This design comes from an exercise in tuning for small area on the open sky130 flow, not from production work.
At most, simulation tests tie the RTL to the original design; equivalence was not proved.

==> run a <==
==> flow/design.v <==
`timescale 1ns / 1ps
module top_FIFO(Read_Data, Write_Data, Full, Empty, Half_Empty, Clock, Reset, WE, RE, EN);
parameter M = 32;
parameter N = 16;
localparam A = $clog2(M);
output logic [N-1:0] Read_Data;
output logic Full, Empty, Half_Empty;
input [N-1:0] Write_Data;
input Clock, Reset, WE, RE, EN;
logic [A:0] Count;                
logic [N-1:0] Memory [M-1:0];     
logic [N-1:0] Next [M-1:0];
logic Write, Read, Keep, Hold;
logic [M-1:0] Sel;                
logic [N-1:0] Part_n [10:0];
logic [N-1:0] Or_Part [2:0];
logic [N-1:0] Read_Next;
assign Full = Count[A];
assign Empty = (Count == 0);
assign Half_Empty = (Count <= (M/2));
assign Write = !EN && !Reset && WE && !Full;
assign Read  = !EN && !Reset && !(WE && !Full) && RE && !Empty;
assign Keep  = !Write;
assign Hold  = EN || (!Reset && !Read);    
genvar g, b;
generate
  for (g = 0; g < M; g++)
  begin : row
    for (b = 0; b < N; b++)
    begin : col
      if (g == 0)
        fifo_hold h (.q(Memory[g][b]), .k(Keep), .qp(Write_Data[b]), .s(Write), .d(Next[g][b]));
      else
        fifo_hold h (.q(Memory[g][b]), .k(Keep), .qp(Memory[g-1][b]), .s(Write), .d(Next[g][b]));
    end
  end
endgenerate
always @(posedge Clock)
  for (int i = 0; i < M; i++) Memory[i] <= Next[i];
always_comb
  for (int i = 0; i < M; i++) Sel[i] = Read && (Count == i + 1);
generate
  for (b = 0; b < N; b++)
  begin : rd
    for (g = 0; g < 11; g++)
    begin : grp
      if (g < 10)
        fifo_ao222_n a (.a1(Sel[3*g]), .b1(Memory[3*g][b]),
                        .a2(Sel[3*g+1]), .b2(Memory[3*g+1][b]),
                        .a3(Sel[3*g+2]), .b3(Memory[3*g+2][b]), .y_n(Part_n[g][b]));
      else
        fifo_ao222_n a (.a1(Sel[30]), .b1(Memory[30][b]),
                        .a2(Sel[31]), .b2(Memory[31][b]),
                        .a3(Hold), .b3(Read_Data[b]), .y_n(Part_n[g][b]));
    end
    fifo_nand4 n0 (.a(Part_n[0][b]), .b(Part_n[1][b]), .c(Part_n[2][b]), .d(Part_n[3][b]), .y(Or_Part[0][b]));
    fifo_nand4 n1 (.a(Part_n[4][b]), .b(Part_n[5][b]), .c(Part_n[6][b]), .d(Part_n[7][b]), .y(Or_Part[1][b]));
    fifo_nand3 n2 (.a(Part_n[8][b]), .b(Part_n[9][b]), .c(Part_n[10][b]), .y(Or_Part[2][b]));
    fifo_or3 o (.a(Or_Part[0][b]), .b(Or_Part[1][b]), .c(Or_Part[2][b]), .y(Read_Next[b]));
  end
endgenerate
always @(posedge Clock)
  Read_Data <= Read_Next;
always @(posedge Clock)
begin
  if (!EN)
  begin
    if (Reset)
      Count <= 0;
    else if (Write)
      Count <= Count + 1;
    else if (Read)
      Count <= Count - 1;
  end
end
endmodule
module fifo_hold(input q, input k, input qp, input s, output d);
assign d = (q & k) | (qp & s);
endmodule
module fifo_ao222_n(input a1, input b1, input a2, input b2, input a3, input b3, output y_n);
assign y_n = !((a1 & b1) | (a2 & b2) | (a3 & b3));
endmodule
module fifo_nand4(input a, input b, input c, input d, output y);
assign y = !(a & b & c & d);
endmodule
module fifo_nand3(input a, input b, input c, output y);
assign y = !(a & b & c);
endmodule
module fifo_or3(input a, input b, input c, output y);
assign y = a | b | c;
endmodule
==> flow/flow/run.sh <==
#!/bin/bash
# Layout flow: the standard ORFS flow, with the port buffers and the
# clock tree built from smaller cells and no CTS dummy loads.
export BUFFER_PORTS_ARGS="-buffer_cell sky130_fd_sc_hd__buf_1"
export CTS_ARGS="-sink_clustering_enable -repair_clock_nets -sink_clustering_size 30 -sink_clustering_max_diameter 60 -buf_list sky130_fd_sc_hd__clkbuf_16 -dont_use_dummy_load"
bash standard.sh > standard.log 2>&1
==> flow/standard.sh <==
#!/bin/bash
# synth_recipe.tcl (not shown) runs the flow's synth.tcl, then flattens the netlist and writes it again
# the make line also repeats each setting of config.mk as NAME=value (left out here)
make -C /OpenROAD-flow-scripts/flow DESIGN_CONFIG=/design/flow/config.mk WORK_HOME=/design/flow/orfs CLKGATE_MAP_FILE= SYNTH_SCRIPT=/design/flow/synth_recipe.tcl "${@:-finish}"
==> flow/config.mk <==
export PLATFORM = sky130hd
export DESIGN_NAME = top_FIFO
export DESIGN_NICKNAME = top_FIFO
export VERILOG_FILES = /design/flow/design.v
export SDC_FILE = /design/flow/constraint.sdc
export NUM_CORES = 4
export LEC_CHECK = 0
export CAP_MARGIN = 20
export CORE_MARGIN = 2
export CORE_UTILIZATION = 40
export CTS_BUF_LIST = sky130_fd_sc_hd__clkbuf_8
export CTS_CLUSTER_DIAMETER = 40
export CTS_CLUSTER_SIZE = 16
export SLEW_MARGIN = 20
export SYNTH_HIERARCHICAL = 1
export SYNTH_MINIMUM_KEEP_SIZE = 0
==> flow/constraint.sdc <==
create_clock -name core_clock -period 6.0 [get_ports {Clock}]
set_input_delay 1.2000 -clock core_clock [delete_from_list [all_inputs] [get_ports {Clock}]]
set_output_delay 1.2000 -clock core_clock [all_outputs]
set_load 0.01 [all_outputs]
==> run b: changes against run a <==
--- a/flow/design.v
+++ b/flow/design.v
@@ -38,6 +38,5 @@
 always @(posedge Clock)
   for (int i = 0; i < M; i++) Memory[i] <= Next[i];
-always_comb
-  for (int i = 0; i < M; i++) Sel[i] = Read && (Count == i + 1);
+fifo_decode dec (.rd(Read), .count(Count), .sel(Sel));
 generate
   for (b = 0; b < N; b++)
@@ -90,2 +89,22 @@
 assign y = a | b | c;
 endmodule
+module fifo_decode(input rd, input [5:0] count, output logic [31:0] sel);
+logic [3:0] lo_n;    
+logic [7:0] hi_n;    
+always_comb
+begin
+  for (int j = 0; j < 4; j++) lo_n[j] = (count[1:0] != j);
+  for (int k = 0; k < 8; k++) hi_n[k] = !(rd && count[4:2] == k);
+end
+genvar v;
+generate
+  for (v = 1; v < 32; v++)
+  begin : line
+    fifo_nor2 n (.a(hi_n[v / 4]), .b(lo_n[v % 4]), .y(sel[v-1]));
+  end
+endgenerate
+assign sel[31] = rd && count[5];
+endmodule
+module fifo_nor2(input a, input b, output y);
+assign y = !(a | b);
+endmodule
==> flow/flow/run.sh (replaced) <==
#!/bin/bash
# Layout flow: the standard ORFS flow, with the port buffers and the
# clock tree built from smaller cells and no CTS dummy loads.
export BUFFER_PORTS_ARGS="-buffer_cell sky130_fd_sc_hd__buf_1"
export CTS_ARGS="-sink_clustering_enable -repair_clock_nets -sink_clustering_size 18 -sink_clustering_max_diameter 70 -buf_list sky130_fd_sc_hd__clkbuf_8 -dont_use_dummy_load"
bash standard.sh > standard.log 2>&1
==> run c: changes against run a <==
==> flow/run.sh (new file) <==
#!/bin/bash
# synth_recipe.tcl (not shown) runs the flow's synth.tcl, then flattens the netlist and writes it again
# the make line also repeats each setting of config.mk as NAME=value (left out here)
make -C /OpenROAD-flow-scripts/flow DESIGN_CONFIG=/design/flow/config.mk WORK_HOME=/design/flow/orfs CLKGATE_MAP_FILE= SYNTH_SCRIPT=/design/flow/synth_recipe.tcl finish
Settings changed: CTS_BUF_LIST sky130_fd_sc_hd__clkbuf_8 to sky130_fd_sc_hd__clkbuf_4, CTS_CLUSTER_DIAMETER 40 to 30, CTS_CLUSTER_SIZE 16 to 10.
removed: flow/flow/run.sh
removed: flow/standard.sh
==> run d: changes against run a <==
==> flow/design.v (replaced) <==
`timescale 1ns / 1ps
module top_FIFO(Read_Data, Write_Data, Full, Empty, Half_Empty, Clock, Reset, WE, RE, EN);
parameter M = 32;
parameter N = 16;
localparam A = $clog2(M);
output logic [N-1:0] Read_Data;
output logic Full, Empty, Half_Empty;
input [N-1:0] Write_Data;
input Clock, Reset, WE, RE, EN;
logic [A:0] Count;                
logic [N-1:0] Memory [M-1:0];     
logic [N-1:0] Next [M-1:0];
logic Write, Read, Keep;
logic [M-1:0] Sel;                
logic [N-1:0] Oldest;
assign Full = Count[A];
assign Empty = (Count == 0);
assign Half_Empty = (Count <= (M/2));
assign Write = !EN && !Reset && WE && !Full;
assign Read  = !EN && !Reset && !(WE && !Full) && RE && !Empty;
assign Keep  = !Write;
genvar g, b;
generate
  for (g = 0; g < M; g++)
  begin : row
    for (b = 0; b < N; b++)
    begin : col
      fifo_hold h (.q(Memory[g][b]), .k(Keep), .qp(g == 0 ? Write_Data[b] : Memory[g == 0 ? 0 : g-1][b]),
                   .s(Write), .d(Next[g][b]));
    end
  end
endgenerate
always @(posedge Clock)
  for (int i = 0; i < M; i++) Memory[i] <= Next[i];
always_comb
  for (int i = 0; i < M; i++) Sel[i] = (Count == i + 1);
logic [N-1:0] Part_n [10:0];
generate
  for (g = 0; g < 11; g++)
  begin : grp
    for (b = 0; b < N; b++)
    begin : col
      fifo_ao222_n a (.a1(Sel[3*g]), .b1(Memory[3*g][b]),
                      .a2(Sel[3*g+1]), .b2(Memory[3*g+1][b]),
                      .a3(g < 10 ? Sel[g < 10 ? 3*g+2 : 0] : 1'b0),
                      .b3(g < 10 ? Memory[g < 10 ? 3*g+2 : 0][b] : 1'b0),
                      .y_n(Part_n[g][b]));
    end
  end
endgenerate
always_comb
begin
  Oldest = '0;
  for (int j = 0; j < 11; j++) Oldest = Oldest | ~Part_n[j];
end
always @(posedge Clock)
begin
  if (!EN)
  begin
    if (Reset)
    begin
      Count <= 0;
      Read_Data <= 0;
    end
    else if (Write)
      Count <= Count + 1;
    else if (Read)
    begin
      Count <= Count - 1;
      Read_Data <= Oldest;
    end
  end
end
endmodule
module fifo_hold(input q, input k, input qp, input s, output d);
assign d = (q & k) | (qp & s);
endmodule
module fifo_ao222_n(input a1, input b1, input a2, input b2, input a3, input b3, output y_n);
assign y_n = !((a1 & b1) | (a2 & b2) | (a3 & b3));
endmodule
==> flow/run.sh (new file) <==
#!/bin/bash
# synth_recipe.tcl (not shown) runs the flow's synth.tcl, then flattens the netlist and writes it again
# the make line also repeats each setting of config.mk as NAME=value (left out here)
make -C /OpenROAD-flow-scripts/flow DESIGN_CONFIG=/design/flow/config.mk WORK_HOME=/design/flow/orfs CLKGATE_MAP_FILE= SYNTH_SCRIPT=/design/flow/synth_recipe.tcl finish
Settings changed: CTS_BUF_LIST sky130_fd_sc_hd__clkbuf_8 to default, CTS_CLUSTER_DIAMETER 40 to default, CTS_CLUSTER_SIZE 16 to default.
removed: flow/flow/run.sh
removed: flow/standard.sh
==> qor.yml <==
setup_path:
  reg2reg_from: "Count[0]"
  end_kind: "output pin"
  crit_type: "flip-flop to output pin"
  crit_required_ns: 4.80
  cp-start-kind: "flip-flop"
outcome:
  status: "finished clean"
yosys:
  netlist_area_sq_um: 18000
  synthCells: 1382
global_route:
  antenna_found_initial: 5
  gr-usage-met3_pct: 4.15
drt:
  routed_wl_um: 48300
clocking:
  numCtsBuffers: 100
floorplanning:
  start_util_pct: 40.6
placed_design:
  dpl.cell_count: 2015
hold_path:
  hold_start: "Memory[5][4]"
final_layout:
  seq_area_sq_um: 10800
(the above is from run c)
==> qor.yml <==
floorplanning:
  start_util_pct: 40.6
setup_path:
  cp-start-kind: "flip-flop"
  reg2reg_from: "Count[0]"
  crit_type: "flip-flop to output pin"
  crit_required_ns: 4.80
drt:
  routed_wl_um: 46600
yosys:
  synthCells: 1382
  netlist_area_sq_um: 18000
global_route:
  gr-usage-met3_pct: 3.76
outcome:
  status: "finished clean"
placed_design:
  dpl.cell_count: 2013
clocking:
  numCtsBuffers: 36
(the above is from run a)
==> qor.yml <==
clocking:
  numCtsBuffers: 52
outcome:
  status: "finished clean"
floorplanning:
  start_util_pct: 40.7
hold_path:
  hold_start: "Memory[31][1]"
setup_path:
  end_kind: "flip-flop"
  reg2reg_from: "Count[5]"
  crit_required_ns: 6.52
  path_max_fanout: 158
  cp-start-kind: "input port"
  crit_type: "input port to flip-flop"
placed_design:
  dpl.cell_count: 2078
yosys:
  synthCells: 1386
  synth.area.mux_share_pct: 0.235
final_layout:
  largest-register: "Memory"
  seq_area_sq_um: 10900
global_route:
  gr-usage-met3_pct: 2.84
  antenna_found_initial: 0
drt:
  drtAntennaViolNets: 0
(the above is from run d)
==> qor.yml <==
yosys:
  netlist_area_sq_um: 17900
  synthCells: 1375
floorplanning:
  start_util_pct: 40.5
hold_path:
  hold_start: "Memory[5][14]"
setup_path:
  crit_required_ns: 6.31
  crit_type: "input port to flip-flop"
  reg2reg_from: "Count[0]"
  cp-start-kind: "input port"
final_layout:
  seq_area_sq_um: 10800
drt:
  routed_wl_um: 43500
outcome:
  status: "finished clean"
global_route:
  gr-usage-met3_pct: 2.23
(the above is from run b)
The RTL of run a and run c was laid out without a check of its function.

==> port drivers added, routing unchanged <==
The flow's constraints put no driver on any port. The routed layouts listed below were extracted and timed again, unchanged, in two steps.
Step 1: set_driving_cell puts a clkbuf_16 on Clock and a buf_2 on each other input, an assumption about the parent block.
Step 2 times the ports against the registers' clock, not the clock port: input delays grow and output delays shrink by t, the midpoint of the rising clock arrivals with the driver on.
Slacks: ideal / step 1 / step 2; pairs: ideal / step 1.
run	t, ns	setup slack, ns	hold WS [ns]	worst setup path after step 2	worst register clock-pin slew, ns
run a	0.592	2.399 / 2.345 / 1.929	0.462 / 0.462 / 0.462	input to register	0.10 / 0.10
run b	0.623	2.571 / 2.597 / 1.974	0.473 / 0.473 / 0.473	input to register	0.11 / 0.11
run c	0.856	1.700 / 1.649 / 1.510	0.476 / 0.476 / 0.476	input to register	0.10 / 0.10
run d	0.635	2.240 / 2.269 / 1.634	0.490 / 0.490 / 0.490	input to register	0.06 / 0.06
After both steps setup and hold are still met in every run listed. For run d, which loses most, drivers alone change the setup slack by +0.029 ns; drivers and shift together by -0.606 ns.
